Context: an optimization exercise on an open-source flow, tuned for small area, a short achievable clock period and few clock cycles per item. The choices shown serve that exercise and are no tape-out recipe. At most, simulation tests tie the RTL to the original design; equivalence was not proved.

## JK
==> flow/design.v <==
module digit_step
#(
	parameter W = 163,
	parameter D = 18
)(
	input wire [W-1:0] t,
	input wire [W-1:0] a,
	input wire [W-1:0] g,
	input wire [D-1:0] bd,
	output wire [W-1:0] v
);
wire [D-1:0] m;
genvar i, k, j;
generate
	for (i = 0; i < D; i = i + 1) begin : q
		wire [2*i:0] early;
		assign early[0] = t[W-1-i];
		for (k = 0; k < i; k = k + 1) begin : pa
			assign early[1+k] = bd[D-1-k] & a[W-i+k];
		end
		for (k = 0; k < i; k = k + 1) begin : pg
			if (k < i - 1)
				assign early[1+i+k] = m[k] & g[W-i+k];
			else
				assign early[1+i+k] = 1'b0;
		end
		if (i == 0)
			assign m[i] = early[0];
		else
			assign m[i] = (^early) ^ (m[i-1] & g[W-1]);
	end
	for (j = 0; j < W; j = j + 1) begin : col
		wire [2*D:0] terms;
		if (j >= D)
			assign terms[2*D] = t[j-D];
		else
			assign terms[2*D] = 1'b0;
		for (k = 0; k < D; k = k + 1) begin : tk
			if (j - D + 1 + k >= 0 && j - D + 1 + k < W) begin : in
				assign terms[2*k]   = bd[D-1-k] & a[j-D+1+k];
				assign terms[2*k+1] = m[k] & g[j-D+1+k];
			end else begin : out
				assign terms[2*k]   = 1'b0;
				assign terms[2*k+1] = 1'b0;
			end
		end
		assign v[j] = ^terms;
	end
endgenerate
endmodule
module fpga_gf2m
#(
	parameter DIGITAL = 18,
	parameter DATA_WIDTH = 163
)(
	input clk,     
	input rst,   
	input wire start,
	input wire [DATA_WIDTH - 1 : 0] a,
	input wire [DATA_WIDTH - 1 : 0] g,
	input wire [191:0] b,
	output reg [DATA_WIDTH - 1 : 0] t_i_j,
	output reg done
);
localparam W = DATA_WIDTH;
localparam D = DIGITAL;
localparam K = (W - 1) / D;    
localparam CW = $clog2(K);
reg busy;
reg [CW-1:0] counter;
reg [W-1:0] reg_a;
reg [W-1:0] reg_g;
reg [W-2:0] reg_b;
wire accept = start & ~busy;
wire [W-1:0] next_t;
digit_step #(.W(W), .D(D)) step (
	.t(t_i_j),
	.a(reg_a),
	.g(reg_g),
	.bd(reg_b[W-2 -: D]),
	.v(next_t)
);
always @(posedge clk or negedge rst) begin : proc_ctrl
	if (~rst) begin
		busy <= 1'b0;
		done <= 1'b0;
		counter <= 0;
	end else if (accept) begin
		busy <= 1'b1;
		done <= 1'b0;
		counter <= 0;
	end else if (busy) begin
		counter <= counter + 1'b1;
		if (counter == K - 1) begin
			busy <= 1'b0;
			done <= 1'b1;
		end
	end
end
always @(posedge clk) begin : proc_operands
	if (~busy) begin
		reg_a <= a;
		reg_g <= g;
		reg_b <= b[W-2:0];
	end else begin
		reg_b <= reg_b << D;
	end
end
always @(posedge clk) begin : proc_t_i_j
	if (accept)
		t_i_j <= a & {W{b[W-1]}};
	else if (busy)
		t_i_j <= next_t;
end
endmodule
Settings: LEC_CHECK=0, CAP_MARGIN=20, CORE_MARGIN=2, CORE_UTILIZATION=40, SLEW_MARGIN=20; clock period 14.5 ns.
run.sh (not shown) runs the stock make flow with config.mk's settings and CLKGATE_MAP_FILE= SYNTH_SCRIPT=/design/flow/synth_recipe.tcl, a recipe that flattens the netlist after the stock synthesis.
For MS, these inputs were changed with respect to JK:
diff --git a/flow/design.v b/flow/design.v
--- a/flow/design.v
+++ b/flow/design.v
@@ -50,7 +50,7 @@
 endmodule
 module fpga_gf2m
 #(
-	parameter DIGITAL = 18,
+	parameter DIGITAL = 9,
 	parameter DATA_WIDTH = 163
 )(
 	input clk,     
## What came out
- Compared with JK, MS shows final cell area excluding filler cells lower by about 33%.
- Going from JK to MS, flip-flop and latch count saw little to no change; number of nets in the final layout -6519; adder-cell share of the synthesized area essentially unchanged.
- JK has higher post-route minimum period than MS.
- Sequential share of layout area (higher): MS
- MS packs its core more tightly than JK.
- Of MS and JK, it is MS that has the lower number of tap cells inserted.
- Compared with JK, MS shows a number of inverters outside the clock class in the layout that is 142 higher.
- Re number of stages on the worst setup path: MS is 13 down on JK.
No run of this note included a check of the RTL's function; only the layout flow was run.

========
Setup of alpha:
Another version of the RTL of fpga_gf2m (not shown whole).
Size in the first run: about 14,000 cells after synthesis, about 880 flip-flops, roughly 110,000 um2 of cells after synthesis.
==> module fpga_gf2m, before the edit <==
module fpga_gf2m
#(
	parameter DIGITAL = 20,
	parameter DATA_WIDTH = 163
)(
	input clk,     
	input rst,   
	input wire start,
	input wire [DATA_WIDTH - 1 : 0] a,
	input wire [DATA_WIDTH - 1 : 0] g,
	input wire [191:0] b,
	output reg [DATA_WIDTH - 1 : 0] t_i_j,
	output reg done
);
localparam W = DATA_WIDTH;
localparam D = DIGITAL;
localparam K = (W - 1) / D + 1;              
localparam F = W - (K - 1) * D;              
localparam BW = K * D;                       
reg busy;
reg first;
reg last;                
reg [W-1:0] acc;         
reg [5:0] counter;
reg [W-1:0] reg_a;
reg [W-1:0] reg_g;
reg [BW-1:0] reg_b;
reg [D-1:0] pre_h;       
reg [D:0] mu;
wire accept = start & ~busy;
wire [D-1:0] cur_digit = reg_b[BW-1 -: D];
wire [D-1:0] nxt_digit = reg_b[BW-1-D -: D];
wire [D-1:0] first_digit = {{(D-F){1'b0}}, b[W-1 -: F]};
wire [W-1:0] next_t;
wire [D-1:0] nxt_pre_h;
wire [D-1:0] first_pre_h;
wire [D:0] mu_full;
wire [D:0] mu_first;
barrett_step #(.W(W), .D(D)) step (
	.t(acc),
	.a(reg_a),
	.g(reg_g),
	.bd(cur_digit),
	.pre_h(pre_h),
	.mu(mu),
	.v(next_t)
);
digit_high #(.W(W), .D(D)) hi_next (
	.a(reg_a),
	.bd(nxt_digit),
	.h(nxt_pre_h)
);
digit_high #(.W(W), .D(D)) hi_first (
	.a(a),
	.bd(first_digit),
	.h(first_pre_h)
);
mu_calc #(.W(W), .D(D)) mu_now (
	.g(reg_g),
	.mu(mu_full)
);
mu_calc #(.W(W), .D(F)) mu_in (
	.g(g),
	.mu(mu_first[D:D-F])
);
assign mu_first[D-F-1:0] = {(D-F){1'b0}};
always @(posedge clk or negedge rst) begin : proc_ctrl
	if (~rst) begin
		busy <= 1'b0;
		first <= 1'b0;
		last <= 1'b0;
		done <= 1'b0;
		counter <= 6'd0;
	end else if (accept) begin
		busy <= 1'b1;
		first <= 1'b1;
		last <= (K == 1);
		done <= 1'b0;
		counter <= 6'd0;
	end else if (busy) begin
		first <= 1'b0;
		last <= (counter == K - 2);
		counter <= counter + 1'b1;
		if (counter == K - 1) begin
			busy <= 1'b0;
			done <= 1'b1;
		end
	end
end
always @(posedge clk) begin : proc_operands
	if (~busy) begin
		reg_a <= a;
		reg_g <= g;
		reg_b <= {{(BW-W){1'b0}}, b[W-1:0]};
		pre_h <= first_pre_h;
		mu <= mu_first;
	end else begin
		reg_b <= reg_b << D;
		pre_h <= nxt_pre_h;
		if (first)
			mu <= mu_full;
	end
end
always @(posedge clk) begin : proc_acc
	if (busy)
		acc <= next_t;
	else
		acc <= {W{1'b0}};
end
always @(posedge clk) begin : proc_t_i_j
	if (accept)
		t_i_j <= {W{1'b0}};
	else if (last)
		t_i_j <= next_t;
end
endmodule
clock: 14.5 ns
lec_check: 0
cap_margin: 20
core_margin: 2
core_utilization: 40
slew_margin: 20
setup_slack_margin: 10.3
buffer_ports_args: -buffer_cell sky130_fd_sc_hd__buf_2
standard.sh (not shown) runs the stock make flow with config.mk's settings and CLKGATE_MAP_FILE= SYNTH_SCRIPT=/design/flow/synth_recipe.tcl, a recipe that flattens the netlist after the stock synthesis.
==> flow/flow/run.sh <==
#!/bin/bash
# Standard ORFS layout (the standard.sh), with repair_timing asked to
# aim for extra setup slack and smaller port buffers.
cat >> config.mk <<'EOC'
export SETUP_SLACK_MARGIN = 10.3
export BUFFER_PORTS_ARGS = -buffer_cell sky130_fd_sc_hd__buf_2
EOC
bash standard.sh > standard.log 2>&1
Testbench counts of alpha, summed over its fixed seeds: cycles 7,680, items 768.
diff inputs: alpha => beta
diff --git a/flow/design.v b/flow/design.v
--- a/flow/design.v
+++ b/flow/design.v
@@ -154,5 +154,5 @@
 module fpga_gf2m
 #(
-	parameter DIGITAL = 20,
+	parameter DIGITAL = 22,
 	parameter DATA_WIDTH = 163
 )(
==> comparison <==
Lower placed standard-cell area goes to alpha over beta. Compared with alpha, beta shows a higher cell area. Non-clock buffer count up 296 in beta wrt alpha. t_i_j[21]$_SDFFE_PP0P_ as the last element of the critical path was reported by beta, and acc[84]$_SDFF_PN0_ by alpha. Diff alpha -> beta: cell count up about 14%; fraction of final layout cells with drive strength greater than 1 went down.
No functional check of the RTL was part of beta.

==> separate check: timing with driven ports <==
Ports are ideal in the flow. The routed layouts listed here were re-timed in OpenROAD.
Step 1, drivers: a clkbuf_16 drives clk and a buf_2 each remaining input, both assumed.
Step 2 moves the port delays by t, midway between the first and last clock arrival at a register: inputs arrive t later, outputs are due t later. That takes back most of the time a late clock gives input paths.
Slacks: no drivers / after step 1 / after step 2; pairs: no drivers / after step 1.
run | shift t [ns] | setup WS [ns] | worst hold slack (ns) | latest minus earliest clock arrival (ns) | worst data-port slew with drivers (ns)
JK | 0.820 | 2.880 / 2.880 / 2.880 | 0.443 / 0.443 / 0.443 | 0.052 / 0.052 | 0.16
MS | 0.839 | 6.117 / 6.117 / 6.117 | 0.454 / 0.454 / 0.454 | 0.082 / 0.082 | 0.23
alpha | 0.883 | 10.212 / 10.140 / 9.612 | 0.446 / 0.446 / 0.446 | 0.070 / 0.070 | 0.09
beta | 0.904 | 10.031 / 10.031 / 9.574 | 0.452 / 0.452 / 0.452 | 0.093 / 0.093 | 0.10
After both steps setup and hold are still met in every run listed. The setup slack of alpha, which loses most, moves by -0.072 ns with the drivers and by -0.600 ns with both steps.
